Background: an optimization exercise with open tools, aiming at small area. Do not read the settings as production practice. At most, simulation tests tie the RTL to the original design; equivalence was not proved. Function not checked in run 6: the RTL went through the layout flow alone. Power figures rest on the tool's default switching activity, not on a simulated workload.

$ cat flow/flow/run.sh
#!/bin/bash
# The standard ORFS layout (standard.sh), with these changes:
# - the smallest buffer (buf_1) on every input and output port;
# - pins on met2 and met4 at the top and bottom edges (met3 at the sides);
# - one tie cell per constant instead of one per constant output;
# - a clock tree of small buffers without dummy loads.
set -euo pipefail
export CTS_ARGS="-sink_clustering_enable -repair_clock_nets -dont_use_dummy_load -buf_list sky130_fd_sc_hd__clkbuf_8 -sink_clustering_size 17 -sink_clustering_max_diameter 55"
bash standard.sh "BUFFER_PORTS_ARGS=-buffer_cell sky130_fd_sc_hd__buf_1" "IO_PLACER_V=met2 met4" "SKIP_REPAIR_TIE_FANOUT=1" finish > flow_make.log 2>&1
$ cat flow/constraint.sdc
create_clock -name core_clock -period 5.0 [get_ports {pr_logic_clk_clk}]
set_input_delay 1.0000 -clock core_clock [delete_from_list [all_inputs] [get_ports {pr_logic_clk_clk}]]
set_output_delay 1.0000 -clock core_clock [all_outputs]
set_load 0.01 [all_outputs]
$ cat flow/config.mk
export PLATFORM = sky130hd
export DESIGN_NAME = ddr4_access_top
export DESIGN_NICKNAME = ddr4_access_top
export VERILOG_FILES = /design/flow/design.v
export SDC_FILE = /design/flow/constraint.sdc
export NUM_CORES = 4
export LEC_CHECK = 0
export CAP_MARGIN = 20
export CORE_AREA = 10 10 270 270
export DIE_AREA = 0 0 280 280
export SLEW_MARGIN = 20
$ cat flow/standard.sh
#!/bin/bash
# synth_recipe.tcl (not shown) runs the flow's synth.tcl, then flattens the netlist and writes it again
# the make line also repeats each setting of config.mk as NAME=value (left out here)
make -C /OpenROAD-flow-scripts/flow DESIGN_CONFIG=/design/flow/config.mk WORK_HOME=/design/flow/orfs CLKGATE_MAP_FILE= SYNTH_SCRIPT=/design/flow/synth_recipe.tcl "${@:-finish}"
$ cat flow/design.v
`timescale 1 ps / 1 ps
`default_nettype none
module ddr4_access_top (
      input  wire         pr_logic_clk_clk,
      input  wire         iopll_locked,
      input  wire         pr_logic_mm_waitrequest,
      input  wire [511:0] pr_logic_mm_readdata,
      input  wire         pr_logic_mm_readdatavalid,
      output reg  [4:0]   pr_logic_mm_burstcount,
      output reg  [511:0] pr_logic_mm_writedata,
      output reg  [30:0]  pr_logic_mm_address,
      output reg          pr_logic_mm_write,
      output reg          pr_logic_mm_read,
      output reg  [63:0]  pr_logic_mm_byteenable,
      output reg          pr_logic_mm_debugaccess,
      input  wire         local_cal_success,
      input  wire         local_cal_fail,
      output wire         ddr4a_global_reset,
      output reg          pr_logic_reset,
      output reg          pr_logic_cra_waitrequest,
      output wire [31:0]  pr_logic_cra_readdata,
      output wire         pr_logic_cra_readdatavalid,
      input  wire [0:0]   pr_logic_cra_burstcount,
      input  wire [31:0]  pr_logic_cra_writedata,
      input  wire [13:0]  pr_logic_cra_address,
      input  wire         pr_logic_cra_write,
      input  wire         pr_logic_cra_read,
      input  wire [3:0]   pr_logic_cra_byteenable,
      input  wire         pr_logic_cra_debugaccess,
      input  wire         pr_logic_reset_reset_n
   );
   wire clk   = pr_logic_clk_clk;
   wire rst_n = pr_logic_reset_reset_n;
   reg cs1, cs2, cf1, cf2;
   always @(posedge clk or negedge rst_n) begin
      if (!rst_n) begin
         cs1 <= 1'b0; cs2 <= 1'b0; cf1 <= 1'b0; cf2 <= 1'b0;
      end else begin
         cs1 <= local_cal_success; cs2 <= cs1;
         cf1 <= local_cal_fail;    cf2 <= cf1;
      end
   end
   wire cal_success = cs2;
   wire cal_fail    = cf2;
   reg         first;           
   reg  [31:0] r1, r2, r4, r5, r6, r7;
   reg  [31:0] cnt_q;           
   reg         pass_d, sw_d;
   reg         cs_q, cf_q, iop_q;
   reg  [1:0]  err_q;
   reg  [31:0] rdata;
   reg         rvalid;
   reg         sw_reset;
   wire        pass, fail;
   wire        ddr_access_completed;
   reg         clear_start_operation;
   reg  [1:0]  pr_op_err;
   wire        addr_ok = ~|pr_logic_cra_address[13:5];
   wire [2:0]  ra      = pr_logic_cra_address[4:2];
   wire        wr_ok   = pr_logic_cra_write & addr_ok;
   function automatic [31:0] merge(input [31:0] old, input [31:0] wd, input [3:0] be);
      merge = { be[3] ? wd[31:24] : old[31:24],
                be[2] ? wd[23:16] : old[23:16],
                be[1] ? wd[15:8]  : old[15:8],
                be[0] ? wd[7:0]   : old[7:0] };
   endfunction
   always @(posedge clk or negedge rst_n) begin
      if (!rst_n) begin
         first <= 1'b1;
         r1 <= 32'h0;
         r2 <= 32'h0;
         r4 <= 32'hcab4_beef;
         r5 <= 32'hdab5_beef;
         r6 <= 32'hdad6_beef;
         r7 <= 32'hebb7_beef;
         rvalid <= 1'b0;
         sw_reset <= 1'b0;
      end else begin
         first <= 1'b0;
         if (wr_ok && ra == 3'd1)
            r1 <= merge(r1, pr_logic_cra_writedata, pr_logic_cra_byteenable);
         else if (!pr_logic_cra_write && (clear_start_operation || ddr_access_completed))
            r1[2] <= 1'b0;
         if (wr_ok && ra == 3'd2) r2 <= merge(r2, pr_logic_cra_writedata, pr_logic_cra_byteenable);
         if (wr_ok && ra == 3'd4) r4 <= merge(r4, pr_logic_cra_writedata, pr_logic_cra_byteenable);
         if (wr_ok && ra == 3'd5) r5 <= merge(r5, pr_logic_cra_writedata, pr_logic_cra_byteenable);
         if (wr_ok && ra == 3'd6) r6 <= merge(r6, pr_logic_cra_writedata, pr_logic_cra_byteenable);
         if (wr_ok && ra == 3'd7) r7 <= merge(r7, pr_logic_cra_writedata, pr_logic_cra_byteenable);
         rvalid <= pr_logic_cra_read;
         sw_reset <= r1[3];
      end
   end
   always @(posedge clk) begin
      cs_q   <= cal_success;
      cf_q   <= cal_fail;
      iop_q  <= iopll_locked;
      err_q  <= pr_op_err;
      pass_d <= pass;
      sw_d   <= sw_reset;
      if (first || sw_d) cnt_q <= 32'h0;
      else               cnt_q <= cnt_q + {31'h0, pass_d};
   end
   wire [31:0] reg0 = first ? 32'hace0_beef
                            : {15'h0, iop_q, 2'b00, cf_q, cs_q, 2'b00, err_q, 8'hef};
   wire [31:0] reg3 = first ? 32'hbee3_beef : cnt_q;
   reg [31:0] rsel;
   always @(*) begin
      case (ra)
         3'd0: rsel = reg0;
         3'd1: rsel = r1;
         3'd2: rsel = r2;
         3'd3: rsel = reg3;
         3'd4: rsel = r4;
         3'd5: rsel = r5;
         3'd6: rsel = r6;
         default: rsel = r7;
      endcase
   end
   always @(posedge clk) rdata <= addr_ok ? rsel : 32'haabb_ccdd;
   assign pr_logic_cra_readdata      = rdata;
   assign pr_logic_cra_readdatavalid = rvalid;
   always @(*) pr_logic_cra_waitrequest = first;
   wire [1:0]  mode        = r1[1:0];
   wire        start_operation = r1[2];
   wire        emif_reset  = r1[4];
   wire        load_seed   = r1[5];
   wire [7:0]  limit       = r1[15:8];
   wire [31:0] mem_addr    = r2;
   wire [31:0] seed        = r4;
   always @(*) pr_logic_reset = sw_reset | ~rst_n;
   reg start_operation_q, clear_pr_op_err;
   wire max_retry_cal_reached;
   always @(posedge clk or negedge rst_n) begin
      if (!rst_n) begin
         pr_op_err <= 2'b0; start_operation_q <= 1'b0; clear_pr_op_err <= 1'b0;
      end else if (sw_reset) begin
         pr_op_err <= 2'b0; start_operation_q <= 1'b0; clear_pr_op_err <= 1'b0;
      end else begin
         start_operation_q <= start_operation;
         clear_pr_op_err   <= ~start_operation_q & start_operation;
         if (clear_pr_op_err) pr_op_err <= 2'b0;
         else                 pr_op_err <= {fail, max_retry_cal_reached};
      end
   end
   reg [1:0] recal_counter;    
   reg [7:0] rst_counter;
   reg       gr_q, gr, emif_reset_q, emif_sw_reset;
   reg       start_recalibration, reset_recal_counter;
   assign max_retry_cal_reached = recal_counter[1];
   wire rst_blk_busy = ~rst_counter[7] | gr;
   assign ddr4a_global_reset = gr;
   always @(posedge clk or negedge rst_n) begin
      if (!rst_n) begin
         recal_counter <= 2'b0;
         rst_counter <= 8'b0;
         gr_q <= 1'b0; gr <= 1'b0; emif_reset_q <= 1'b0; emif_sw_reset <= 1'b0;
      end else begin
         if (sw_reset || reset_recal_counter) recal_counter <= 2'b0;
         else if (start_recalibration)        recal_counter <= {recal_counter[0], ~recal_counter[0]};
         if (start_recalibration || emif_sw_reset) rst_counter <= 8'b0;
         else if (!rst_counter[7])                 rst_counter <= rst_counter + 8'd1;
         gr_q <= ~rst_counter[7];
         gr   <= gr_q;
         emif_reset_q  <= emif_reset;
         emif_sw_reset <= emif_reset & ~emif_reset_q;
      end
   end
   localparam [2:0] M_IDLE = 3'd0, M_CAL = 3'd1, M_WAIT = 3'd2, M_RETRY = 3'd3, M_DDR = 3'd4;
   reg [2:0] m_state, m_next;
   reg       start_traffic_generator;
   always @(*) begin
      m_next = M_IDLE;
      case (m_state)
         M_IDLE:
            if (start_operation && !ddr_access_completed && !max_retry_cal_reached) m_next = M_CAL;
            else m_next = M_IDLE;
         M_CAL:
            case ({cal_success, cal_fail})
               2'b00: m_next = M_WAIT;
               2'b01: m_next = max_retry_cal_reached ? M_IDLE : M_RETRY;
               2'b10: m_next = M_DDR;
               default: m_next = M_IDLE;
            endcase
         M_WAIT:
            if (!rst_blk_busy && (cal_success || cal_fail)) m_next = M_CAL;
            else m_next = M_WAIT;
         M_RETRY: m_next = M_WAIT;
         default: m_next = start_operation ? M_DDR : M_IDLE;
      endcase
   end
   always @(posedge clk or negedge rst_n) begin
      if (!rst_n) begin
         m_state <= M_IDLE;
         clear_start_operation <= 1'b0;
         start_recalibration <= 1'b0;
         start_traffic_generator <= 1'b0;
         reset_recal_counter <= 1'b0;
      end else if (sw_reset) begin
         m_state <= M_IDLE;
         clear_start_operation <= 1'b0;
         start_recalibration <= 1'b0;
         start_traffic_generator <= 1'b0;
         reset_recal_counter <= 1'b0;
      end else begin
         m_state <= m_next;
         clear_start_operation <= (m_next == M_IDLE && max_retry_cal_reached && cal_fail) ||
                                  (m_next == M_DDR && ddr_access_completed && start_operation);
         start_recalibration <= (m_next == M_RETRY);
         start_traffic_generator <= (m_next == M_DDR) && !(ddr_access_completed && start_operation);
         reset_recal_counter <= (m_next == M_CAL) && max_retry_cal_reached && cal_success;
      end
   end
   reg [31:0] lfsr;
   always @(posedge clk) begin
      if (sw_reset)        lfsr <= 32'b0;
      else if (first)      lfsr <= 32'h2300_0000;
      else if (load_seed)  lfsr <= seed;
      else lfsr <= {lfsr[0], lfsr[31], ~(lfsr[30] ^ lfsr[0]), lfsr[29:27],
                    ~(lfsr[26] ^ lfsr[0]), ~(lfsr[25] ^ lfsr[0]), lfsr[24:1]};
   end
   localparam [1:0] T_IDLE = 2'd0, T_ACTIVE = 2'd1, T_WAIT = 2'd2;
   reg  [1:0]  t_state, t_next;
   reg         start_traffic_generator_q;
   reg         completed_q;
   reg  [30:0] initial_addr;
   reg  [30:0] target_address;
   reg  [31:0] target_seed;      
   wire [31:0] final_addr   = (mode == 2'b00) ? 32'h003f_ffff : mem_addr + {24'h0, limit};
   wire        at_final     = (target_address == final_addr[30:0]);
   wire        start_ddr_wr_rd = (t_state != T_IDLE);
   assign      ddr_access_completed = completed_q;
   always @(*) begin
      case (t_state)
         T_IDLE:   t_next = (!(at_final && |target_address) && start_traffic_generator) ? T_ACTIVE : T_IDLE;
         T_ACTIVE: t_next = at_final ? T_IDLE : T_WAIT;
         default:  t_next = (pass | fail) ? T_ACTIVE : T_WAIT;
      endcase
   end
   always @(posedge clk or negedge rst_n) begin
      if (!rst_n) begin
         t_state <= T_IDLE;
         completed_q <= 1'b0;
         start_traffic_generator_q <= 1'b0;
      end else if (sw_reset) begin
         t_state <= T_IDLE;
         completed_q <= 1'b0;
         start_traffic_generator_q <= 1'b0;
      end else begin
         t_state <= t_next;
         completed_q <= !first && (t_next == T_IDLE) && at_final && |target_address;
         start_traffic_generator_q <= start_traffic_generator;
      end
   end
   always @(posedge clk) begin
      if (sw_reset || first)  target_address <= 31'b0;
      else if (!start_ddr_wr_rd) target_address <= initial_addr;
      else if (pass || fail)  target_address <= target_address + 31'd1;
   end
   always @(posedge clk) initial_addr <= mem_addr[30:0];
   always @(posedge clk) begin
      if (pass || (start_traffic_generator && !start_traffic_generator_q))
         target_seed <= lfsr;
   end
   function automatic [511:0] expand(input [31:0] r);
      expand = {
         ~{r[31:10]},~{r[9:0],r[31:22]},~{r[21:0]},
         ~{r[31:10]},~{r[9:0],r[31:22]}, {r[21:0]},
         ~{r[31:10]}, {r[9:0],r[31:22]},~{r[21:0]},
         ~{r[31:10]}, {r[9:0],r[31:22]}, {r[21:0]},
          {r[31:10]},~{r[9:0],r[31:22]},~{r[21:0]},
          {r[31:10]},~{r[9:0],r[31:22]}, {r[21:0]},
          {r[31:10]}, {r[9:0],r[31:22]},~{r[21:0]},
          {r[31:10]}, {r[9:0],r[31:22]}, {r[21:0]} };
   endfunction
   localparam [3:0] D_IDLE = 4'd0, D_WR = 4'd1, D_WWD1 = 4'd2, D_WWD0 = 4'd3,
                    D_RD = 4'd4, D_WRA1 = 4'd5, D_WRA0 = 4'd6, D_WRD = 4'd7,
                    D_PASS = 4'd8, D_FAIL = 4'd9;
   reg  [3:0]  d_state, d_next;
   reg  [31:0] wr_seed;       
   reg  [31:0] ref_seed;      
   reg  [30:0] ref_addr;
   wire [511:0] ref_data;
   wire [511:0] wr_data;
   localparam [511:0] INV = expand(32'h0);
   wire [511:0] rd_adj = pr_logic_mm_readdata ^ INV;
   wire [31:0]  grp_ok;
   genvar gj;
   generate
      for (gj = 0; gj < 32; gj = gj + 1) begin : g_cmp
         localparam [511:0] POS = expand(32'h1 << gj) ^ INV;
         wire all1 = &(rd_adj | ~POS);
         wire all0 = ~|(rd_adj & POS);
         assign grp_ok[gj] = ref_seed[gj] ? all1 : all0;
      end
   endgenerate
   wire         rd_match = &grp_ok;
   always @(*) begin
      case (d_state)
         D_IDLE: d_next = start_ddr_wr_rd ? D_WR : D_IDLE;
         D_WR:   d_next = pr_logic_mm_waitrequest ? D_WWD1 : D_WWD0;
         D_WWD1, D_WWD0: d_next = pr_logic_mm_waitrequest ? D_WWD1 : D_RD;
         D_RD:   d_next = pr_logic_mm_waitrequest ? D_WRA1 : D_WRA0;
         D_WRA1, D_WRA0: d_next = pr_logic_mm_waitrequest ? D_WRA1 : D_WRD;
         D_WRD:  d_next = pr_logic_mm_readdatavalid ? (rd_match ? D_PASS : D_FAIL) : D_WRD;
         default: d_next = D_IDLE;
      endcase
   end
   always @(posedge clk or negedge rst_n) begin
      if (!rst_n)        d_state <= D_IDLE;
      else if (sw_reset) d_state <= D_IDLE;
      else               d_state <= d_next;
   end
   assign pass = (d_state == D_PASS);
   assign fail = (d_state == D_FAIL);
   always @(*) begin
      pr_logic_mm_write = (d_state == D_WR) || (d_state == D_WWD1);
      pr_logic_mm_read  = (d_state == D_RD) || (d_state == D_WRA1);
   end
   wire capture = (d_state == D_IDLE) && start_ddr_wr_rd;
   always @(posedge clk) begin
      wr_seed <= target_seed;
      if (capture) begin
         ref_seed <= target_seed;
         ref_addr <= target_address;
      end
   end
   assign ref_data = expand(ref_seed);
   assign wr_data  = expand(wr_seed);
   always @(*) begin
      pr_logic_mm_writedata   = wr_data;
      pr_logic_mm_address     = ref_addr;
      pr_logic_mm_byteenable  = {64{1'b1}};
      pr_logic_mm_burstcount  = 5'd1;
      pr_logic_mm_debugaccess = 1'b0;
   end
endmodule
==> results of run 1 <==
==> area by class of cell <==
type	count	area, sq um
Inverter	68	255
Antenna cell	76	190
Timing Repair Buffer	1202	4740
Tap cell	873	1090
Fill cell	6847	36200
Multi-Input combinational cell	1628	11200
Sequential cell	524	12700
Clock buffer	45	619
==> through the flow <==
stage	cells	cell area (sq um)
floorplan	2839	28400
global placement	4295	30000
detailed placement	4295	30000
CTS	4340	30600
global route	4395	30800
finish	4416	30800
==> routing by layer <==
metal	GRT usage, %	vias to the layer above
met3	14.7	597
li1	-	11200
met5	1.66	-
met1	41.4	12700
met2	53.6	1660
met4	19.7	36
==> power groups by stage <==
stage / clock (W) / combinational, W / sequential [W]
floorplan: 0 / 0.000560 / 0.00455
global placement: 0 / 0.000955 / 0.00459
detailed placement: 0 / 0.000963 / 0.00459
CTS: 0.00224 / 0.000966 / 0.00451
global route: 0.00239 / 0.00105 / 0.00453
finish: 0.00218 / 0.000975 / 0.00451
==> sequential cells by signal (all words and copies together) (netlist names), 32 cells and up <==
name         count
target_seed     32
r6              32
r1              32
wr_seed         32
lfsr            32
cnt_q           32
r4              32
r2              32
ref_seed        32
rdata           32
r7              32
r5              32
==> path summary, 6_finish.rpt <==
kind / start / end / slack, ns / cells past startpoint
max reg2reg: r2[0] / completed_q / 0.79 / 11
min: cs1 / cs2 / 0.35 / 0
max: r2[0] / completed_q / 0.79 / 11
max in group asynchronous: pr_logic_reset_reset_n / r2[11] / 3.05 / 3
min in group asynchronous: pr_logic_reset_reset_n / r1[2] / 0.42 / 1
min reg2reg: cs1 / cs2 / 0.35 / 0
==> kinds of logic (layout without fill, tap and decap cells) <==
| group | count (synthesis) | after routing |
|---|---|---|
| other | 2 | 78 |
| muxes | 240 | 240 |
| buffers and inverters | 687 | 1315 |
| adders and majority gates | 14 | 14 |
| DFF | 524 | 524 |
| xor gates and xnor gates | 81 | 81 |
| AOI/OAI and AO/OA | 373 | 373 |
| and+or+nand+nor | 918 | 918 |
==> synthesized netlist by cell type (8+ instances only) <==
cell type and number:
and3_1 29, a221oi_1 19, o21ai_0 71, mux2_2 199, and4_1 8, xnor2_1 31, nor2_1 211, o22ai_1 8
a31oi_1 30, buf_4 520, edfxtp_1 95, mux2i_1 39, or3_1 27, a211oi_1 36, a311oi_1 14, nor4b_1 8
buf_1 13, a22oi_1 27, and2_1 8, nand4_1 156, nor3_1 36, ha_1 13, nand2_1 140, xor2_1 45
dfxtp_1 197, buf_2 11, clkbuf_1 72, dfrtp_1 139, nor4_1 157, inv_1 66, nand2b_1 9, a21oi_1 65
a41oi_1 12, or4_1 17, nand3_1 60, o211ai_1 15, dfstp_2 93
==> impl_metrics.env, run 1 <==
export IMPL_clock_sinks=524
export IMPL_critical_path_top_delay_family="compound AO/OA/AOI/OAI gates"
export IMPL_core_sq_um=67000
export IMPL_routed_wl_mm=146
export IMPL_cts_root_buf="clkbuf_8"
export IMPL_power_density_nw_per_um2=249
export IMPL_wire_per_inst_um=33.1
export IMPL_fin_ws_ns=0.795
export IMPL_die_h_um=280
export IMPL_drtIter0Drc=2564
export IMPL_cts_buffers=45
export IMPL_finClkSkew_ns=0.0617
export IMPL_cts_resized=0
export IMPL_worstMarginPinSlew_ns=1.09
export IMPL_globalplace_congestion=1.06
export IMPL_synth_area_leaders="dfxtp_1, buf_4, dfrtp_1"
export IMPL_antenna_found_initial=103
export IMPL_grt_start_max_net_pins=104
export IMPL_path_class="reg -> reg"
export IMPL_grt_overflow_total=0
export IMPL_endpoint_kind="flop"
export IMPL_ant_nets=0
export IMPL_cts_setup_buffers=0
export IMPL_ys_ff_latch=524
export IMPL_switchingPower_w=0.00215
export IMPL_top_layer_used="met5"
export IMPL_p_total_w=0.00767
export IMPL_drive_above_1_share_pct=12.4
export IMPL_postCtsHoldBufs=0
export IMPL_num_rows=95
export IMPL_final_cell_mix="buf_1, nor2_1, mux2_2, dfxtp_1"
export IMPL_synth_cells=2839
export IMPL_holdWs_ns=0.353
export IMPL_status="finished clean"
export IMPL_routed_wl_met3_mm=17.2
export IMPL_fmax_mhz=238
export IMPL_initial_core_util_pct=42.4
export IMPL_synth_simple_area_share_pct=17.4
export IMPL_synth_adder_area_share_pct=0.642
export IMPL_wirelength_met1_mm=54.2
export IMPL_internal_power_w=0.00552
export IMPL_p_leak_nw=10.7
export IMPL_ios=1224
export IMPL_slowest_delay_ns=0.50
export IMPL_synth_ff_type="dfxtp_1"
export IMPL_power_frac_clock_pct=28.5
export IMPL_path_max_fanout=12
export IMPL_cpMaxStageDelayCell="or4_1"
export IMPL_synth_seq_area_share_pct=44.7
export IMPL_clockBufferDepth=3
export IMPL_synth_edf_count=95
export IMPL_required_ns=5.56
export IMPL_hold_viol=0
export IMPL_yosysTopAreaCell="dfxtp_1"
export IMPL_finalSetupTns_ns=0
export IMPL_final_util_pct=46.0
export IMPL_synthArstFlopShare_pct=44.3
export IMPL_rsz0062_at_grt="no"
export IMPL_firstDrtPassIters=6
export IMPL_startpoint_type="flop"
export IMPL_path_cells="ha_1 > fa_1 > a211oi_2 > o211a_1 > nor2_1 > a2111oi_0 > a311oi_1 > nor4_1 > nand4_1 > or4_1 > nor4_2"
export IMPL_synth_top_family_by_area="simple AND/OR/NAND/NOR gates"
export IMPL_vias=26300
export IMPL_path_buf_inv=0
export IMPL_power_frac_seq_pct=58.8
export IMPL_htreeDepth=2
export IMPL_switching_share_pct=28.0
export IMPL_dr_wl_met2_mm=64.3
export IMPL_grt_pass1_vias=25200
export IMPL_maxCapViolations=0
export IMPL_ys_types=91
export IMPL_die_x_um=280
export IMPL_power_frac_comb_pct=12.7
export IMPL_crit_arrival_ns=4.76
export IMPL_clock_latency_ns=0.68
export IMPL_nNetsFinal=4056
export IMPL_synth_top_area_share_pct=13.9
export IMPL_fin_crit_ns=4.21
export IMPL_synth_xor_xnor_area_share_pct=2.74
export IMPL_final_max_slew_viol_count=0
export IMPL_finalSetupViolCount=0
export IMPL_syn_avg_cell_area_sq_um=10.0
export IMPL_pre_cts_slack_ns=0.882
export IMPL_fin_crit_sh_pct=84.1
export IMPL_port_buffers=1149
export IMPL_dieArea_sq_um=78400
export IMPL_dp_hpwl_mm=122
export IMPL_grt_use_total_pct=35.2
export IMPL_clk_transition_reported_paths_ns=0.09
export IMPL_drc=0
export IMPL_avgViaCountPerCell=5.94
export IMPL_yosysWarnings=1
export IMPL_hold_class="reg -> reg"
export IMPL_synthMuxAreaShare_pct=9.41
export IMPL_syn_cell_area_sq_um=28400
export IMPL_synth_compound_area_share_pct=9.06
export IMPL_final_common_cell="buf_1"
export IMPL_ir_drop_uv=216
export IMPL_maxSlewHeadroom_pct=27.4
export IMPL_grt_pass1_wl_mm=196
export IMPL_area_delta_synth_final_pct=8.40
export IMPL_cts_tree="yes"
==> inputs of run 2 (changes only) <==
--- a/flow/config.mk
+++ b/flow/config.mk
@@ -8,4 +8,5 @@
 export CAP_MARGIN = 20
 export CORE_AREA = 10 10 270 270
 export DIE_AREA = 0 0 280 280
+export PLACE_DENSITY = 0.8
 export SLEW_MARGIN = 20
==> impl_metrics.env, run 2 <==
export IMPL_status="finished clean"
export IMPL_fmax_mhz=242
export IMPL_clock_latency_ns=0.65
export IMPL_internal_power_w=0.00546
export IMPL_cts_setup_buffers=0
export IMPL_die_h_um=280
export IMPL_cts_root_buf="clkbuf_8"
export IMPL_power_frac_seq_pct=60.0
export IMPL_ant_nets=0
export IMPL_globalplace_congestion=1.01
export IMPL_grt_use_total_pct=34.9
export IMPL_grt_start_max_net_pins=144
export IMPL_path_class="reg -> reg"
export IMPL_grt_overflow_total=0
export IMPL_firstDrtPassIters=6
export IMPL_maxSlewHeadroom_pct=19.7
export IMPL_synthArstFlopShare_pct=44.3
export IMPL_clk_transition_reported_paths_ns=0.10
export IMPL_rsz0062_at_grt="no"
export IMPL_ios=1224
export IMPL_ir_drop_uv=304
export IMPL_syn_cell_area_sq_um=28400
export IMPL_slowest_delay_ns=0.53
export IMPL_endpoint_kind="flop"
export IMPL_cts_tree="yes"
export IMPL_required_ns=5.53
export IMPL_synth_ff_type="dfxtp_1"
export IMPL_area_delta_synth_final_pct=7.70
export IMPL_synth_area_leaders="dfxtp_1, buf_4, dfrtp_1"
export IMPL_final_max_slew_viol_count=0
export IMPL_multi_input_area_sq_um=11200
export IMPL_vias=26400
export IMPL_power_frac_comb_pct=12.5
export IMPL_final_common_cell="buf_1"
export IMPL_final_util_pct=45.7
export IMPL_nNetsFinal=4043
export IMPL_clock_sinks=524
export IMPL_maxCapViolations=0
export IMPL_hold_viol=0
export IMPL_worstMarginPinSlew_ns=1.20
export IMPL_finalSetupTns_ns=0
export IMPL_path_max_fanout=12
export IMPL_ys_ff_latch=524
export IMPL_cts_buffers=42
export IMPL_switchingPower_w=0.00211
export IMPL_dieArea_sq_um=78400
export IMPL_initial_core_util_pct=42.4
export IMPL_drive_above_1_share_pct=12.1
export IMPL_die_x_um=280
export IMPL_hold_class="in -> async"
export IMPL_nFillCells=6658
export IMPL_htreeDepth=2
export IMPL_fin_crit_ns=4.12
export IMPL_yosysWarnings=1
export IMPL_clockBufferDepth=3
export IMPL_antenna_found_initial=73
export IMPL_yosysMostFrequentCell="buf_4"
export IMPL_grt_pass1_vias=25700
export IMPL_path_cells="ha_1 > fa_1 > a211oi_2 > o211a_1 > nor2_1 > a2111oi_0 > a311oi_1 > nor4_1 > nand4_1 > or4_1 > nor4_2"
export IMPL_cpMaxStageDelayCell="or4_1"
export IMPL_fin_crit_sh_pct=82.5
export IMPL_finalSetupViolCount=0
export IMPL_startpoint="r1[8]"
export IMPL_postCtsHoldBufs=0
export IMPL_ys_types=91
export IMPL_p_leak_nw=10.6
export IMPL_syn_avg_cell_area_sq_um=10.0
export IMPL_yosysTopAreaCell="dfxtp_1"
export IMPL_crit_arrival_ns=4.65
export IMPL_routed_wl_mm=145
export IMPL_seq_area_sq_um=12700
export IMPL_synth_edf_count=95
export IMPL_power_frac_clock_pct=27.5
export IMPL_synth_common_cells="buf_4, nor2_1, mux2_2, dfxtp_1, nor4_1"
export IMPL_drc=0
export IMPL_power_density_nw_per_um2=247
export IMPL_grt_pass1_wl_mm=195
export IMPL_synth_seq_area_share_pct=44.7
export IMPL_port_buffers=1149
export IMPL_synth_top_area_share_pct=13.9
export IMPL_switching_share_pct=27.8
export IMPL_core_sq_um=67000
export IMPL_wire_per_inst_um=33.1
export IMPL_num_rows=95
export IMPL_cts_resized=0
export IMPL_synth_cells=2839
export IMPL_drtIter0Drc=2928
export IMPL_r2r_start="r1[8]"
export IMPL_avgViaCountPerCell=6.05
export IMPL_dp_hpwl_mm=122
export IMPL_startpoint_type="flop"
export IMPL_final_cell_mix="buf_1, nor2_1, mux2_2, dfxtp_1"
export IMPL_finClkSkew_ns=0.0788
## run 2: worst paths after layout
path | to | depth (start not counted) | slack (ns)
worst max-delay path | completed_q | 11 | 0.88
worst min-delay path | r2[14] | 1 | 0.32
worst max register to register | completed_q | 11 | 0.88
worst min register to register | err_q[1] | 0 | 0.33
max in group asynchronous | rst_counter[4] | 2 | 3.39
min in group core_clock | err_q[1] | 0 | 0.33
## run 2: stage by stage
step | setup slack, ns | hold WS [ns] | std cells | area (sq um) | power (W)
3_5_place_dp | 0.956 | 0.330 | 4285 | 29900 | 0.00556
2_1_floorplan | 0.224 | 0.324 | 2839 | 28400 | 0.00511
3_3_place_gp | 1.00 | 0.329 | 4285 | 29900 | 0.00554
4_1_cts | 0.899 | 0.300 | 4327 | 30500 | 0.00759
5_1_grt | 0.547 | 0.304 | 4367 | 30600 | 0.00785
6_report | 0.876 | 0.323 | 4371 | 30600 | 0.00757
## run 2: critical path, delay by kind of cell (launching register included)
family,cells,cell delay [ns]
adders and majority gates,2,0.68
and+or+nand+nor,5,1.44
DFF,1,0.43
AOI/OAI and AO/OA,4,1.44
## run 2: per-layer routing
metal / vias to the layer above / routed length (um) / track usage (%)
li1: 11100 / - / -
met1: 12700 / 52400 / 40.1
met2: 1895 / 65200 / 54.5
met3: 620 / 15800 / 12.3
met4: 36 / 11200 / 22.3
met5: - / 297 / 1.98
## run 2: layout make-up
| type | count | area share [%] |
|---|---|---|
| Tap cell | 873 | 3.57 |
| Multi-Input combinational cell | 1628 | 36.5 |
| Antenna cell | 44 | 0.359 |
| Clock buffer | 42 | 1.89 |
| Timing Repair Buffer | 1192 | 15.3 |
| Inverter | 68 | 0.833 |
| Sequential cell | 524 | 41.5 |
## run 2: cell families (layout without fill, tap and decap cells)
group,count (synthesis),in the layout,share of synthesized area (%)
adder cells (fa/ha/maj),14,14,0.642
other,2,46,0.0264
buffers and inverters,687,1302,16.0
multiplexers,240,240,9.41
flip-flops,524,524,44.7
AO/OA/AOI/OAI,373,373,9.06
XOR/XNOR,81,81,2.74
AND/OR/NAND/NOR,918,918,17.4
## run 2: power by group through the flow
stage               sequential [W]  combinational, W  clock, W
floorplan                  0.00455          0.000560         0
global placement           0.00462          0.000917         0
detailed placement         0.00463          0.000934         0
CTS                        0.00454          0.000936   0.00211
global route               0.00455           0.00102   0.00228
finish                     0.00454          0.000947   0.00208
==> inputs of run 3 (changes only) <==
--- a/flow/config.mk
+++ b/flow/config.mk
@@ -6,7 +6,6 @@
 export NUM_CORES = 4
 export LEC_CHECK = 0
 export CAP_MARGIN = 20
-export CORE_AREA = 10 10 270 270
-export DIE_AREA = 0 0 280 280
-export PLACE_DENSITY = 0.8
+export CORE_AREA = 10 10 290 290
+export DIE_AREA = 0 0 300 300
 export SLEW_MARGIN = 20
==> impl_metrics.env, run 3 <==
export IMPL_globalplace_congestion=0.990
export IMPL_grt_busiest_layer="met2"
export IMPL_routed_wl_mm=141
export IMPL_nNetsFinal=4060
export IMPL_vias=26000
export IMPL_hold_viol=0
export IMPL_endpoint_kind="flop"
export IMPL_synth_ff_type="dfxtp_1"
export IMPL_holdWs_ns=0.235
export IMPL_required_ns=5.55
export IMPL_fin_crit_ns=4.24
export IMPL_syn_cell_area_sq_um=28400
export IMPL_crit_arrival_ns=4.78
export IMPL_num_rows=102
export IMPL_rsz0062_at_grt="no"
export IMPL_ios=1224
export IMPL_grt_start_max_net_pins=159
export IMPL_maxSlewHeadroom_pct=26.0
export IMPL_internal_power_w=0.00550
export IMPL_startpoint_type="flop"
export IMPL_ys_ff_latch=524
export IMPL_met3_usage_pct=9.20
export IMPL_synth_cells=2839
export IMPL_power_density_nw_per_um2=247
export IMPL_fin_crit_sh_pct=84.8
export IMPL_drtIter0Drc=2578
export IMPL_path_class="reg -> reg"
export IMPL_ir_drop_uv=256
export IMPL_grt_pass1_wl_mm=191
export IMPL_path_buf_inv=0
export IMPL_p_leak_nw=10.7
export IMPL_final_max_slew_viol_count=0
export IMPL_finClkSkew_ns=0.0808
export IMPL_power_frac_clock_pct=28.2
export IMPL_dp_hpwl_mm=117
export IMPL_synth_top_area_share_pct=13.9
export IMPL_cts_resized=0
export IMPL_postCtsHoldBufs=0
export IMPL_grt_met1_usage_pct=36.2
export IMPL_maxCapViolations=0
export IMPL_finalSetupViolCount=0
export IMPL_die_h_um=300
export IMPL_clock_sinks=524
export IMPL_final_common_cell="buf_1"
export IMPL_pre_cts_slack_ns=0.932
export IMPL_drive_above_1_share_pct=12.5
export IMPL_syn_avg_cell_area_sq_um=10.0
export IMPL_fmax_mhz=236
export IMPL_cpMaxStageDelayCell="or4_1"
export IMPL_status="finished clean"
export IMPL_wire_per_inst_um=30.9
export IMPL_power_frac_seq_pct=59.4
export IMPL_synth_common_cells="buf_4, nor2_1, mux2_2, dfxtp_1, nor4_1"
export IMPL_switchingPower_w=0.00214
export IMPL_cts_buffers=44
export IMPL_slowest_delay_ns=0.57
export IMPL_met2_usage_pct=45.4
export IMPL_fin_ws_ns=0.762
export IMPL_drc=0
export IMPL_avgViaCountPerCell=5.72
export IMPL_path_max_fanout=12
export IMPL_final_util_pct=39.9
export IMPL_yosysMostFrequentCell="buf_4"
export IMPL_htreeDepth=2
export IMPL_grt_pass1_vias=25200
export IMPL_grt_use_total_pct=29.2
export IMPL_worstMarginPinSlew_ns=1.11
export IMPL_antenna_found_initial=63
export IMPL_final_cell_mix="buf_1, nor2_1, mux2_2, dfxtp_1"
export IMPL_power_frac_comb_pct=12.4
export IMPL_clockBufferDepth=3
export IMPL_port_buffers=1149
export IMPL_core_sq_um=77600
export IMPL_cts_setup_buffers=0
export IMPL_yosysWarnings=1
export IMPL_synthArstFlopShare_pct=44.3
export IMPL_synth_edf_count=95
export IMPL_clk_transition_reported_paths_ns=0.10
export IMPL_switching_share_pct=28.0
export IMPL_synth_area_leaders="dfxtp_1, buf_4, dfrtp_1"
export IMPL_dieArea_sq_um=90000
export IMPL_grt_overflow_total=0
export IMPL_critical_path_top_delay_family="simple AND/OR/NAND/NOR gates"
export IMPL_area_delta_synth_final_pct=8.91
export IMPL_finalSetupTns_ns=0
export IMPL_hold_class="in -> async"
export IMPL_synth_seq_area_share_pct=44.7
export IMPL_firstDrtPassIters=5
export IMPL_ys_types=91
export IMPL_yosysTopAreaCell="dfxtp_1"
export IMPL_cts_tree="yes"
export IMPL_path_cells="ha_1 > fa_1 > a211oi_2 > o211a_1 > nor2_1 > a2111oi_0 > a311oi_1 > nor4_1 > nand4_1 > or4_1 > nor4_2"
export IMPL_cts_root_buf="clkbuf_8"
export IMPL_clock_latency_ns=0.69
export IMPL_initial_core_util_pct=36.7
export IMPL_ant_nets=0
export IMPL_die_x_um=300
[run 3: final cells by class]
type | instances | area (sq um)
Multi-Input combinational cell | 1628 | 11200
Inverter | 68 | 255
Fill cell | 8133 | 46600
Clock buffer | 44 | 606
Antenna cell | 42 | 105
Sequential cell | 524 | 12700
Tap cell | 1040 | 1300
Timing Repair Buffer | 1207 | 4780
[run 3: worst register-to-register path: cells and delay by family (launching register included)]
family	cells	cell delay, ns
AOI/OAI and AO/OA	4	1.50
adders and majority gates	2	0.68
DFF	1	0.44
and+or+nand+nor	5	1.53
[run 3: worst paths after layout]
check / startpoint / to / slack (ns) / depth (start not counted)
worst max-delay path: r2[0] / completed_q / 0.76 / 11
worst min-delay path: pr_logic_reset_reset_n / gr / 0.23 / 1
worst max register to register: r2[0] / completed_q / 0.76 / 11
worst min register to register: gr_q / gr / 0.34 / 0
max in group asynchronous: pr_logic_reset_reset_n / r2[14] / 3.49 / 2
min in group core_clock: gr_q / gr / 0.34 / 0
[run 3: cell families after synthesis]
logic type      share of synthesized area [%]
flops                                    44.7
compound gates                           9.06
other cells                            0.0264
simple gates                             17.4
mux                                      9.41
fa+ha+maj                               0.642
xor+xnor                                 2.74
buf+inv                                  16.0
[run 3: metal layers]
metal	share of wire, %	vias up
met1	40	12700
met3	9.4	525
met5	0.20	-
met2	45	1535
met4	5.4	26
li1	-	11200
[run 3: per-stage QoR]
| stage | instance area, sq um | power, W | cells |
|---|---|---|---|
| floorplan | 28400 | 0.00511 | 2839 |
| global placement | 30300 | 0.00555 | 4467 |
| detailed placement | 30300 | 0.00556 | 4467 |
| CTS | 30900 | 0.00770 | 4511 |
| global route | 31000 | 0.00796 | 4549 |
| finish | 31000 | 0.00764 | 4553 |
[run 3: power groups by stage]
| stage | clock [W] | combinational, W | sequential, W |
|---|---|---|---|
| after floorplan | 0 | 0.000560 | 0.00455 |
| after global placement | 0 | 0.000931 | 0.00462 |
| after detailed placement | 0 | 0.000937 | 0.00462 |
| after CTS | 0.00222 | 0.000941 | 0.00454 |
| after global routing | 0.00237 | 0.00103 | 0.00455 |
| final | 0.00216 | 0.000949 | 0.00454 |
==> inputs of run 4 (changes only) <==
--- a/flow/config.mk
+++ b/flow/config.mk
@@ -8,4 +8,5 @@
 export CAP_MARGIN = 20
 export CORE_AREA = 10 10 290 290
 export DIE_AREA = 0 0 300 300
+export PLACE_DENSITY = 0.9
 export SLEW_MARGIN = 20
==> impl_metrics.env, run 4 <==
export IMPL_status="finished clean"
export IMPL_syn_avg_cell_area_sq_um=10.0
export IMPL_core_sq_um=77600
export IMPL_routed_wl_mm=143
export IMPL_hold_viol=0
export IMPL_syn_cell_area_sq_um=28400
export IMPL_firstDrtPassIters=7
export IMPL_yosysMostFrequentCell="buf_4"
export IMPL_final_common_cell="buf_1"
export IMPL_grt_pass1_wl_mm=194
export IMPL_p_total_w=0.00761
export IMPL_endpoint_kind="flop"
export IMPL_cts_setup_buffers=0
export IMPL_clk_transition_reported_paths_ns=0.11
export IMPL_met3_usage_pct=11.5
export IMPL_final_util_pct=39.8
export IMPL_cpMaxStageDelayCell="or4_1"
export IMPL_startpoint="r2[0]"
export IMPL_ir_drop_uv=230
export IMPL_place_inst=4456
export IMPL_grt_met1_usage_pct=33.2
export IMPL_placed_area_sq_um=30200
export IMPL_crit_arrival_ns=4.74
export IMPL_fin_crit_sh_pct=83.2
export IMPL_clockBufferDepth=3
export IMPL_clock_latency_ns=0.67
export IMPL_yosysWarnings=1
export IMPL_cts_root_buf="clkbuf_8"
export IMPL_synth_common_cells="buf_4, nor2_1, mux2_2, dfxtp_1, nor4_1"
export IMPL_maxSlewHeadroom_pct=31.4
export IMPL_dp_hpwl_mm=119
export IMPL_final_cell_mix="buf_1, nor2_1, mux2_2, dfxtp_1"
export IMPL_min_from="pr_op_err[1]"
export IMPL_die_x_um=300
export IMPL_cts_tree="yes"
export IMPL_startpoint_type="flop"
export IMPL_design_area_sq_um=30900
export IMPL_grt_use_total_pct=29.6
export IMPL_synth_seq_area_share_pct=44.7
export IMPL_finClkSkew_ns=0.0902
export IMPL_slowest_delay_ns=0.59
export IMPL_synth_ff_type="dfxtp_1"
export IMPL_fin_cells=4552
export IMPL_drc=0
export IMPL_grt_start_max_net_pins=167
export IMPL_maxCapViolations=0
export IMPL_synth_cells=2839
export IMPL_worstMarginPinSlew_ns=1.03
export IMPL_grt_busiest_layer="met2"
export IMPL_globalplace_congestion=1.00
export IMPL_rsz0062_at_grt="no"
export IMPL_synth_area_leaders="dfxtp_1, buf_4, dfrtp_1"
export IMPL_synth_edf_count=95
export IMPL_ant_nets=0
export IMPL_power_density_nw_per_um2=247
export IMPL_nNetsFinal=4048
export IMPL_path_class="reg -> reg"
export IMPL_dieArea_sq_um=90000
export IMPL_vias=26600
export IMPL_port_buffers=1149
export IMPL_fmax_mhz=240
export IMPL_area_delta_synth_final_pct=8.58
export IMPL_ys_ff_latch=524
export IMPL_avgViaCountPerCell=5.84
export IMPL_fin_crit_ns=4.16
export IMPL_p_leak_nw=10.6
export IMPL_cts_buffers=43
export IMPL_drtIter0Drc=3006
export IMPL_num_rows=102
export IMPL_finalSetupTns_ns=0
export IMPL_finalSetupViolCount=0
export IMPL_synth_top_area_share_pct=13.9
export IMPL_wire_per_inst_um=31.3
export IMPL_cts_resized=0
export IMPL_grt_overflow_total=0
export IMPL_yosysTopAreaCell="dfxtp_1"
export IMPL_path_buf_inv=0
export IMPL_final_max_slew_viol_count=0
export IMPL_met2_usage_pct=46.6
export IMPL_hold_class="reg -> reg"
export IMPL_synthArstFlopShare_pct=44.3
export IMPL_path_cells="ha_1 > fa_1 > a211oi_2 > o211a_1 > nor2_1 > a2111oi_0 > a311oi_1 > nor4_1 > nand4_1 > or4_1 > nor4_2"
export IMPL_grt_pass1_vias=26000
export IMPL_required_ns=5.58
export IMPL_ys_types=91
export IMPL_htreeDepth=2
export IMPL_critical_path_top_delay_family="simple AND/OR/NAND/NOR gates"
export IMPL_postCtsHoldBufs=0
export IMPL_antenna_found_initial=72
export IMPL_die_h_um=300
export IMPL_clock_sinks=524
export IMPL_r2r_start="r2[0]"
export IMPL_initial_core_util_pct=36.7
export IMPL_drive_above_1_share_pct=12.2
export IMPL_path_max_fanout=12
export IMPL_ios=1224
==> run 4: cells by family (layout without fill, tap and decap cells) <==
group | Yosys count | after routing | share of synthesized area [%]
xor+xnor | 81 | 81 | 2.74
mux | 240 | 240 | 9.41
compound gates | 373 | 373 | 9.06
simple gates | 918 | 918 | 17.4
other cells | 2 | 55 | 0.0264
flops | 524 | 524 | 44.7
fa+ha+maj | 14 | 14 | 0.642
buf+inv | 687 | 1307 | 16.0
==> run 4: cell type report <==
| cell class | count | area (sq um) |
|---|---|---|
| inverters | 68 | 255 |
| diodes | 53 | 133 |
| flip-flops and latches | 524 | 12700 |
| fillers | 7800 | 46700 |
| repair buffers | 1196 | 4690 |
| clock buffers | 43 | 592 |
| multi-input cells | 1628 | 11200 |
| well taps | 1040 | 1300 |
==> run 4: power by group <==
part | total [W] | internal, W | switching, W
combinational | 0.000931 | 0.000311 | 0.000620
clock | 0.00214 | 0.000771 | 0.00137
sequential | 0.00455 | 0.00440 | 0.000145
total | 0.00761 | 0.00548 | 0.00213
==> run 4: metal layers <==
metal,vias up,part of all wire [%]
met2,2006,45
met1,12700,35
met4,18,7.6
met5,-,0.088
met3,631,12
li1,11200,-
==> run 4: per-stage QoR <==
stage          hold WS, ns  worst slack, ns
6_report             0.358            0.841
5_1_grt              0.360            0.668
4_1_cts              0.352            0.933
3_5_place_dp         0.337            0.924
3_3_place_gp         0.327            0.867
2_1_floorplan        0.324            0.224
==> run 4: path summary, 6_finish.rpt <==
check	end	slack (ns)	cells after the start
worst max-delay path	completed_q	0.84	11
min in group asynchronous	r2[0]	0.58	2
worst min-delay path	err_q[1]	0.36	0
worst min register to register	err_q[1]	0.36	0
max in group asynchronous	cf2	3.65	2
worst max register to register	completed_q	0.84	11
==> run 4: worst register-to-register path, delay by kind of cell (launching register included) <==
family                   cells  cell delay [ns]
AND/OR/NAND/NOR              5             1.55
AO/OA/AOI/OAI                4             1.42
adder cells (fa/ha/maj)      2             0.67
flip-flops                   1             0.46
==> inputs of run 5 (changes only) <==
--- a/flow/config.mk
+++ b/flow/config.mk
@@ -8,5 +8,5 @@
 export CAP_MARGIN = 20
 export CORE_AREA = 10 10 290 290
 export DIE_AREA = 0 0 300 300
-export PLACE_DENSITY = 0.9
+export PLACE_DENSITY = 0.75
 export SLEW_MARGIN = 20
==> impl_metrics.env, run 5 <==
export IMPL_maxSlewHeadroom_pct=28.9
export IMPL_synthArstFlopShare_pct=44.3
export IMPL_ys_types=91
export IMPL_grt_pass1_vias=24900
export IMPL_ir_drop_uv=243
export IMPL_place_inst=4443
export IMPL_synth_seq_area_share_pct=44.7
export IMPL_drtIter0Drc=2797
export IMPL_antenna_found_initial=62
export IMPL_area_delta_synth_final_pct=8.16
export IMPL_cts_root_buf="clkbuf_8"
export IMPL_cts_setup_buffers=0
export IMPL_die_h_um=300
export IMPL_cts_resized=0
export IMPL_path_cells="ha_1 > fa_1 > a211oi_2 > o211a_1 > or3_1 > o21ai_0 > a2111oi_0 > nand4_1 > nor4b_1 > o32ai_1"
export IMPL_synth_common_cells="buf_4, nor2_1, mux2_2, dfxtp_1, nor4_1"
export IMPL_synth_ff_type="dfxtp_1"
export IMPL_yosysTopAreaCell="dfxtp_1"
export IMPL_critical_path_top_delay_family="compound AO/OA/AOI/OAI gates"
export IMPL_yosysMostFrequentCell="buf_4"
export IMPL_status="finished clean"
export IMPL_drive_above_1_share_pct=11.9
export IMPL_fmax_mhz=235
export IMPL_synth_top_area_share_pct=13.9
export IMPL_path_class="reg -> reg"
export IMPL_path_buf_inv=0
export IMPL_dp_hpwl_mm=117
export IMPL_ys_ff_latch=524
export IMPL_p_leak_nw=10.5
export IMPL_crit_arrival_ns=4.74
export IMPL_cts_tree="yes"
export IMPL_wire_per_inst_um=30.9
export IMPL_postCtsHoldBufs=0
export IMPL_clockBufferDepth=3
export IMPL_final_max_slew_viol_count=0
export IMPL_final_common_cell="buf_1"
export IMPL_num_rows=102
export IMPL_finalSetupViolCount=0
export IMPL_fin_crit_ns=4.25
export IMPL_firstDrtPassIters=9
export IMPL_clk_transition_reported_paths_ns=0.11
export IMPL_startpoint_type="flop"
export IMPL_clock_sinks=524
export IMPL_die_x_um=300
export IMPL_rsz0062_at_grt="no"
export IMPL_synth_cells=2839
export IMPL_fin_crit_sh_pct=85.0
export IMPL_ant_nets=0
export IMPL_slowest_delay_ns=0.57
export IMPL_globalplace_congestion=1.02
export IMPL_grt_start_max_net_pins=104
export IMPL_cpMaxStageDelayCell="a2111oi_0"
export IMPL_synth_area_leaders="dfxtp_1, buf_4, dfrtp_1"
export IMPL_hold_viol=0
export IMPL_ios=1224
export IMPL_synth_edf_count=95
export IMPL_core_sq_um=77600
export IMPL_hold_class="reg -> reg"
export IMPL_port_buffers=1149
export IMPL_grt_use_total_pct=29.0
export IMPL_path_max_fanout=12
export IMPL_cts_buffers=42
export IMPL_fin_cells=4524
export IMPL_avgViaCountPerCell=5.74
export IMPL_worstMarginPinSlew_ns=1.07
export IMPL_grt_overflow_total=0
export IMPL_syn_avg_cell_area_sq_um=10.0
export IMPL_finClkSkew_ns=0.0833
export IMPL_required_ns=5.48
export IMPL_power_density_nw_per_um2=246
export IMPL_final_cell_mix="buf_1, nor2_1, mux2_2, dfxtp_1"
export IMPL_drc=0
export IMPL_dieArea_sq_um=90000
export IMPL_maxCapViolations=0
export IMPL_initial_core_util_pct=36.7
export IMPL_vias=26000
export IMPL_endpoint_kind="flop"
export IMPL_nNetsFinal=4035
export IMPL_grt_pass1_wl_mm=189
export IMPL_routed_wl_mm=140
export IMPL_htreeDepth=2
export IMPL_clock_latency_ns=0.66
export IMPL_yosysWarnings=1
export IMPL_finalSetupTns_ns=0
export IMPL_syn_cell_area_sq_um=28400
## run 5: layout make-up
class	count	area, sq um
multi-input combinational	1628	11200
inverter	68	255
sequential	524	12700
timing repair buffer	1184	4620
fill	8022	46800
antenna	38	95.1
clock buffer	42	578
tap	1040	1300
## run 5: stage by stage
step	power [W]	hold WS (ns)	util (%)	setup slack, ns	area, sq um
finish	0.00756	0.352	39.6	0.748	30800
global route	0.00785	0.364	39.6	0.447	30700
CTS	0.00760	0.350	39.5	0.729	30600
detailed placement	0.00554	0.338	38.7	0.801	30100
global placement	0.00553	0.328	38.7	0.899	30100
floorplan	0.00511	0.324	-	0.224	28400
## run 5: kinds of logic (layout without fill, tap and decap cells)
family / Yosys count / count (layout) / synth area share, %
AOI/OAI and AO/OA: 373 / 373 / 9.06
xor gates and xnor gates: 81 / 81 / 2.74
adders and majority gates: 14 / 14 / 0.642
buffers and inverters: 687 / 1294 / 16.0
DFF: 524 / 524 / 44.7
muxes: 240 / 240 / 9.41
other: 2 / 40 / 0.0264
and+or+nand+nor: 918 / 918 / 17.4
## run 5: per-layer routing
| layer | wire length, um | GRT usage (%) | up-vias | part of all wire (%) |
|---|---|---|---|---|
| li1 | - | - | 11200 | - |
| met1 | 52500 | 34.6 | 12500 | 37 |
| met2 | 63700 | 46.1 | 1733 | 46 |
| met3 | 15700 | 10.6 | 543 | 11 |
| met4 | 7910 | 13.1 | 28 | 5.7 |
| met5 | 198 | 0 | - | 0.14 |
## run 5: report_power, final
part           switching [W]  internal [W]
Sequential          0.000146       0.00440
Clock                0.00134      0.000754
Combinational       0.000617      0.000308
## run 5: path summary, 6_finish.rpt
kind / from / endpoint / slack (ns) / cells past startpoint
worst max-delay path: r2[0] / t_state[1] / 0.75 / 10
min in group asynchronous: pr_logic_reset_reset_n / r2[26] / 0.41 / 1
worst min register to register: pr_op_err[0] / err_q[0] / 0.35 / 0
worst min-delay path: pr_op_err[0] / err_q[0] / 0.35 / 0
worst max register to register: r2[0] / t_state[1] / 0.75 / 10
max in group asynchronous: pr_logic_reset_reset_n / r1[5] / 3.44 / 2
==> inputs of run 6 (changes only) <==
--- a/flow/design.v
+++ b/flow/design.v
@@ -48,6 +48,7 @@
    reg         pass_d, sw_d;
    reg         cs_q, cf_q, iop_q;
    reg  [1:0]  err_q;
+   reg         post_wr_pulse;
    reg  [31:0] rdata;
    reg         rvalid;
    reg         sw_reset;
@@ -73,10 +74,12 @@
          r5 <= 32'hdab5_beef;
          r6 <= 32'hdad6_beef;
          r7 <= 32'hebb7_beef;
+         post_wr_pulse <= 1'b0;
          rvalid <= 1'b0;
          sw_reset <= 1'b0;
       end else begin
          first <= 1'b0;
+         post_wr_pulse <= wr_ok && (ra == 3'd2);
          if (wr_ok && ra == 3'd1)
             r1 <= merge(r1, pr_logic_cra_writedata, pr_logic_cra_byteenable);
          else if (!pr_logic_cra_write && (clear_start_operation || ddr_access_completed))
@@ -211,9 +214,9 @@
       end
    end
    reg [31:0] lfsr;
-   always @(posedge clk) begin
-      if (sw_reset)        lfsr <= 32'b0;
-      else if (first)      lfsr <= 32'h2300_0000;
+   always @(posedge clk or negedge rst_n) begin
+      if (!rst_n)          lfsr <= 32'b0;
+      else if (sw_reset)   lfsr <= 32'b0;
       else if (load_seed)  lfsr <= seed;
       else lfsr <= {lfsr[0], lfsr[31], ~(lfsr[30] ^ lfsr[0]), lfsr[29:27],
                     ~(lfsr[26] ^ lfsr[0]), ~(lfsr[25] ^ lfsr[0]), lfsr[24:1]};
@@ -241,37 +244,28 @@
          t_state <= T_IDLE;
          completed_q <= 1'b0;
          start_traffic_generator_q <= 1'b0;
+         target_address <= 31'b0;
       end else if (sw_reset) begin
          t_state <= T_IDLE;
          completed_q <= 1'b0;
          start_traffic_generator_q <= 1'b0;
+         target_address <= 31'b0;
       end else begin
          t_state <= t_next;
-         completed_q <= !first && (t_next == T_IDLE) && at_final && |target_address;
+         completed_q <= (t_next == T_IDLE) && at_final && |target_address;
          start_traffic_generator_q <= start_traffic_generator;
+         if (!start_ddr_wr_rd)   target_address <= initial_addr;
+         else if (pass || fail)  target_address <= target_address + 31'd1;
       end
    end
-   always @(posedge clk) begin
-      if (sw_reset || first)  target_address <= 31'b0;
-      else if (!start_ddr_wr_rd) target_address <= initial_addr;
-      else if (pass || fail)  target_address <= target_address + 31'd1;
+   always @(posedge clk or negedge rst_n) begin
+      if (!rst_n)             initial_addr <= 31'b0;
+      else if (post_wr_pulse) initial_addr <= mem_addr[30:0];
    end
-   always @(posedge clk) initial_addr <= mem_addr[30:0];
    always @(posedge clk) begin
       if (pass || (start_traffic_generator && !start_traffic_generator_q))
          target_seed <= lfsr;
    end
-   function automatic [511:0] expand(input [31:0] r);
-      expand = {
-         ~{r[31:10]},~{r[9:0],r[31:22]},~{r[21:0]},
-         ~{r[31:10]},~{r[9:0],r[31:22]}, {r[21:0]},
-         ~{r[31:10]}, {r[9:0],r[31:22]},~{r[21:0]},
-         ~{r[31:10]}, {r[9:0],r[31:22]}, {r[21:0]},
-          {r[31:10]},~{r[9:0],r[31:22]},~{r[21:0]},
-          {r[31:10]},~{r[9:0],r[31:22]}, {r[21:0]},
-          {r[31:10]}, {r[9:0],r[31:22]},~{r[21:0]},
-          {r[31:10]}, {r[9:0],r[31:22]}, {r[21:0]} };
-   endfunction
    localparam [3:0] D_IDLE = 4'd0, D_WR = 4'd1, D_WWD1 = 4'd2, D_WWD0 = 4'd3,
                     D_RD = 4'd4, D_WRA1 = 4'd5, D_WRA0 = 4'd6, D_WRD = 4'd7,
                     D_PASS = 4'd8, D_FAIL = 4'd9;
@@ -281,19 +275,7 @@
    reg  [30:0] ref_addr;
    wire [511:0] ref_data;
    wire [511:0] wr_data;
-   localparam [511:0] INV = expand(32'h0);
-   wire [511:0] rd_adj = pr_logic_mm_readdata ^ INV;
-   wire [31:0]  grp_ok;
-   genvar gj;
-   generate
-      for (gj = 0; gj < 32; gj = gj + 1) begin : g_cmp
-         localparam [511:0] POS = expand(32'h1 << gj) ^ INV;
-         wire all1 = &(rd_adj | ~POS);
-         wire all0 = ~|(rd_adj & POS);
-         assign grp_ok[gj] = ref_seed[gj] ? all1 : all0;
-      end
-   endgenerate
-   wire         rd_match = &grp_ok;
+   wire         rd_match = (pr_logic_mm_readdata == ref_data);
    always @(*) begin
       case (d_state)
          D_IDLE: d_next = start_ddr_wr_rd ? D_WR : D_IDLE;
@@ -324,6 +306,17 @@
          ref_addr <= target_address;
       end
    end
+   function automatic [511:0] expand(input [31:0] r);
+      expand = {
+         ~{r[31:10]},~{r[9:0],r[31:22]},~{r[21:0]},
+         ~{r[31:10]},~{r[9:0],r[31:22]}, {r[21:0]},
+         ~{r[31:10]}, {r[9:0],r[31:22]},~{r[21:0]},
+         ~{r[31:10]}, {r[9:0],r[31:22]}, {r[21:0]},
+          {r[31:10]},~{r[9:0],r[31:22]},~{r[21:0]},
+          {r[31:10]},~{r[9:0],r[31:22]}, {r[21:0]},
+          {r[31:10]}, {r[9:0],r[31:22]},~{r[21:0]},
+          {r[31:10]}, {r[9:0],r[31:22]}, {r[21:0]} };
+   endfunction
    assign ref_data = expand(ref_seed);
    assign wr_data  = expand(wr_seed);
    always @(*) begin
==> flow/run.sh (new file) <==
#!/bin/bash
# synth_recipe.tcl (not shown) runs the flow's synth.tcl, then flattens the netlist and writes it again
# the make line also repeats each setting of config.mk as NAME=value (left out here)
make -C /OpenROAD-flow-scripts/flow DESIGN_CONFIG=/design/flow/config.mk WORK_HOME=/design/flow/orfs CLKGATE_MAP_FILE= SYNTH_SCRIPT=/design/flow/synth_recipe.tcl finish
--- a/flow/config.mk
+++ b/flow/config.mk
@@ -6,7 +6,6 @@
 export NUM_CORES = 4
 export LEC_CHECK = 0
 export CAP_MARGIN = 20
-export CORE_AREA = 10 10 290 290
-export DIE_AREA = 0 0 300 300
-export PLACE_DENSITY = 0.75
+export CORE_AREA = 10 10 410 410
+export DIE_AREA = 0 0 420 420
 export SLEW_MARGIN = 20
removed: flow/flow/run.sh
removed: flow/standard.sh
==> impl_metrics.env, run 6 <==
export IMPL_cpMaxStageDelayCell="edfxtp_1"
export IMPL_fin_crit_ns=4.87
export IMPL_yosysTopAreaCell="dfrtp_1"
export IMPL_clockBufferDepth=3
export IMPL_ant_nets=0
export IMPL_pre_cts_slack_ns=-0.414
export IMPL_yosysMostFrequentCell="buf_4"
export IMPL_clk_transition_reported_paths_ns=0.06
export IMPL_firstDrtPassIters=6
export IMPL_fmax_mhz=205
export IMPL_path_cells="clkinv_1 > buf_4 > nor2_1 > a2111oi_1 > buf_4 > nand4_1 > nor4_1 > nand4_1 > buf_4 > or4_1 > o21ai_0 > buf_4 > a21boi_0"
export IMPL_cts_tree="yes"
export IMPL_grt_overflow_total=0
export IMPL_globalplace_congestion=0.987
export IMPL_ir_drop_uv=266
export IMPL_cts_setup_buffers=0
export IMPL_final_max_slew_viol_count=0
export IMPL_path_max_fanout=6
export IMPL_maxCapViolations=0
export IMPL_synthArstFlopShare_pct=62.3
export IMPL_synth_area_leaders="dfrtp_1, buf_4, edfxtp_1"
export IMPL_synth_common_cells="buf_4, nor2_1, mux2_2, dfrtp_1, nand2_1"
export IMPL_finalSetupViolCount=0
export IMPL_fin_ws_ns=0.132
export IMPL_drc=0
export IMPL_dp_hpwl_mm=184
export IMPL_synth_edf_count=95
export IMPL_ys_ff_latch=525
export IMPL_required_ns=5.51
export IMPL_finClkSkew_ns=0.0540
export IMPL_postCtsHoldBufs=0
export IMPL_clock_sinks=525
export IMPL_wire_per_inst_um=35.3
export IMPL_syn_avg_cell_area_sq_um=9.60
export IMPL_p_leak_nw=17.2
export IMPL_clock_latency_ns=0.68
export IMPL_drtIter0Drc=2426
export IMPL_hold_viol=0
export IMPL_crit_arrival_ns=5.38
export IMPL_syn_cell_area_sq_um=31500
export IMPL_r2r_end="d_state[0]"
export IMPL_vias=29300
export IMPL_yosysWarnings=1
export IMPL_ys_types=85
export IMPL_final_common_cell="clkdlybuf4s50_1"
export IMPL_status="finished clean"
export IMPL_rrSetupSlack_ns=0.13
export IMPL_antenna_found_initial=71
export IMPL_grt_pass1_wl_mm=281
export IMPL_startpoint_type="flop"
export IMPL_power_density_nw_per_um2=245
export IMPL_synth_top_area_share_pct=18.6
export IMPL_initial_core_util_pct=19.9
export IMPL_dieArea_sq_um=176000
export IMPL_area_delta_synth_final_pct=42.0
export IMPL_cts_resized=0
export IMPL_fin_crit_sh_pct=97.4
export IMPL_grt_pass1_vias=29500
export IMPL_cts_root_buf="clkbuf_16"
export IMPL_cts_buffers=60
export IMPL_maxSlewHeadroom_pct=16.1
export IMPL_synth_seq_area_share_pct=41.9
export IMPL_grt_use_total_pct=23.5
export IMPL_r2r_start="ref_seed[5]"
export IMPL_avgViaCountPerCell=4.71
export IMPL_rsz0062_at_grt="no"
export IMPL_path_class="reg -> reg"
export IMPL_final_cell_mix="clkdlybuf4s50_1, nor2_1, mux2_2, dfrtp_1, nand2_1"
export IMPL_worstMarginPinSlew_ns=1.26
export IMPL_port_buffers=1149
export IMPL_synth_cells=3284
export IMPL_fin_cells=6209
export IMPL_place_inst=6053
export IMPL_hold_class="in -> async"
export IMPL_num_rows=146
export IMPL_ios=1224
export IMPL_grt_start_max_net_pins=161
export IMPL_crit_top_cell="buf_4"
export IMPL_drive_above_1_share_pct=15.0
export IMPL_reg2regPathDepth=13
export IMPL_die_x_um=420
export IMPL_routed_wl_mm=219
export IMPL_core_sq_um=159000
export IMPL_nFillCells=16700
export IMPL_htreeDepth=2
export IMPL_endpoint_kind="flop"
export IMPL_nNetsFinal=4631
export IMPL_synth_ff_type="dfrtp_1"
export IMPL_die_h_um=420
export IMPL_slowest_delay_ns=0.64
run 6: cells by family after synthesis:
family / synth area share, %
multiplexers: 10.4
AO/OA/AOI/OAI: 12.1
XOR/XNOR: 4.78
flip-flops: 41.9
AND/OR/NAND/NOR: 14.7
buffers and inverters: 15.5
adder cells (fa/ha/maj): 0.580
other: 0.0238
run 6: cell type report:
cell class | count | area, sq um | area share, %
Clock buffer | 80 | 1640 | 3.66
Antenna cell | 41 | 103 | 0.229
Tap cell | 2072 | 2590 | 5.79
Sequential cell | 525 | 13200 | 29.5
Timing Repair Buffer | 1301 | 12700 | 28.3
Inverter | 109 | 409 | 0.914
Multi-Input combinational cell | 2047 | 13700 | 30.6
Clock inverter | 34 | 414 | 0.925
run 6: worst max-delay path by stage:
stage	cells after the start	slack, ns	endpoint	startpoint
2_1_floorplan	3	1.13	ref_addr[0]	d_state[1]
3_3_place_gp	10	-0.47	d_state[0]	pr_logic_mm_readdata[371]
3_5_place_dp	10	-0.41	d_state[0]	pr_logic_mm_readdata[371]
4_1_cts	11	0.19	d_state[0]	ref_seed[21]
5_1_grt	13	0.16	d_state[0]	ref_seed[5]
6_report	13	0.13	d_state[0]	ref_seed[5]
run 6: per-layer routing:
layer | part of all wire [%] | track usage (%) | vias to the layer above
li1 | - | - | 12700
met1 | 36 | 25.5 | 14700
met2 | 51 | 42.1 | 1466
met3 | 6.7 | 4.89 | 369
met4 | 6.1 | 13.2 | 12
met5 | 0.029 | 0 | -
run 6: report_power, final:
group	switching (W)	internal [W]	total [W]
Clock	0.00195	0.00264	0.00459
Sequential	0.000168	0.00449	0.00466
Combinational	0.000904	0.000841	0.00174
Total	0.00302	0.00797	0.0110
run 6: stage by stage:
stage	hold slack, ns	cell area [sq um]	util (%)	total power, W	TNS (ns)
2_1_floorplan	0.324	31800	-	0.00535	0
3_3_place_gp	0.331	42600	26.8	0.00645	-0.469
3_5_place_dp	0.330	42600	26.8	0.00647	-0.414
4_1_cts	0.228	44600	28.1	0.0111	0
5_1_grt	0.237	44700	28.2	0.0114	0
6_report	0.240	44800	28.2	0.0110	0
run 6: worst max-delay path, delay by kind of cell, from the launching register on:
| family | cells | cell delay (ns) |
|---|---|---|
| AO/OA/AOI/OAI | 3 | 1.02 |
| buffers and inverters | 5 | 1.44 |
| flip-flops | 1 | 0.64 |
| AND/OR/NAND/NOR | 5 | 1.57 |

-- static timing again, ports no longer ideal --
In the flow no input, the clock included, has a driving cell. The finished layouts below were timed again as built, in two steps. Step 1 assumes that a clkbuf_16 drives the clock port and a buf_2 every other input. Step 2 also shifts input and output timing later by t, the mid clock arrival at the registers, as if the neighbouring blocks saw the same clock. Slacks: ideal / step 1 / step 2; pairs: ideal / step 1.
| run | shift t [ns] | slack for setup (ns) | hold slack, ns |
|---|---|---|---|
| run 1 | 0.705 | 0.795 / 0.795 / 0.795 | 0.353 / 0.353 / 0.353 |
| run 2 | 0.664 | 0.876 / 0.876 / 0.876 | 0.323 / 0.307 / 0.332 |
| run 3 | 0.701 | 0.762 / 0.762 / 0.762 | 0.235 / 0.198 / 0.339 |
| run 4 | 0.683 | 0.841 / 0.841 / 0.841 | 0.358 / 0.358 / 0.358 |
| run 5 | 0.669 | 0.748 / 0.748 / 0.748 | 0.352 / 0.352 / 0.352 |
| run 6 | 0.715 | 0.132 / 0.107 / -0.608 | 0.240 / 0.237 / 0.341 |
Met with ideal ports but missed after step 2: setup timing in run 6. For run 6, which loses most, drivers alone change the setup slack by -0.025 ns; drivers and shift together by -0.740 ns.
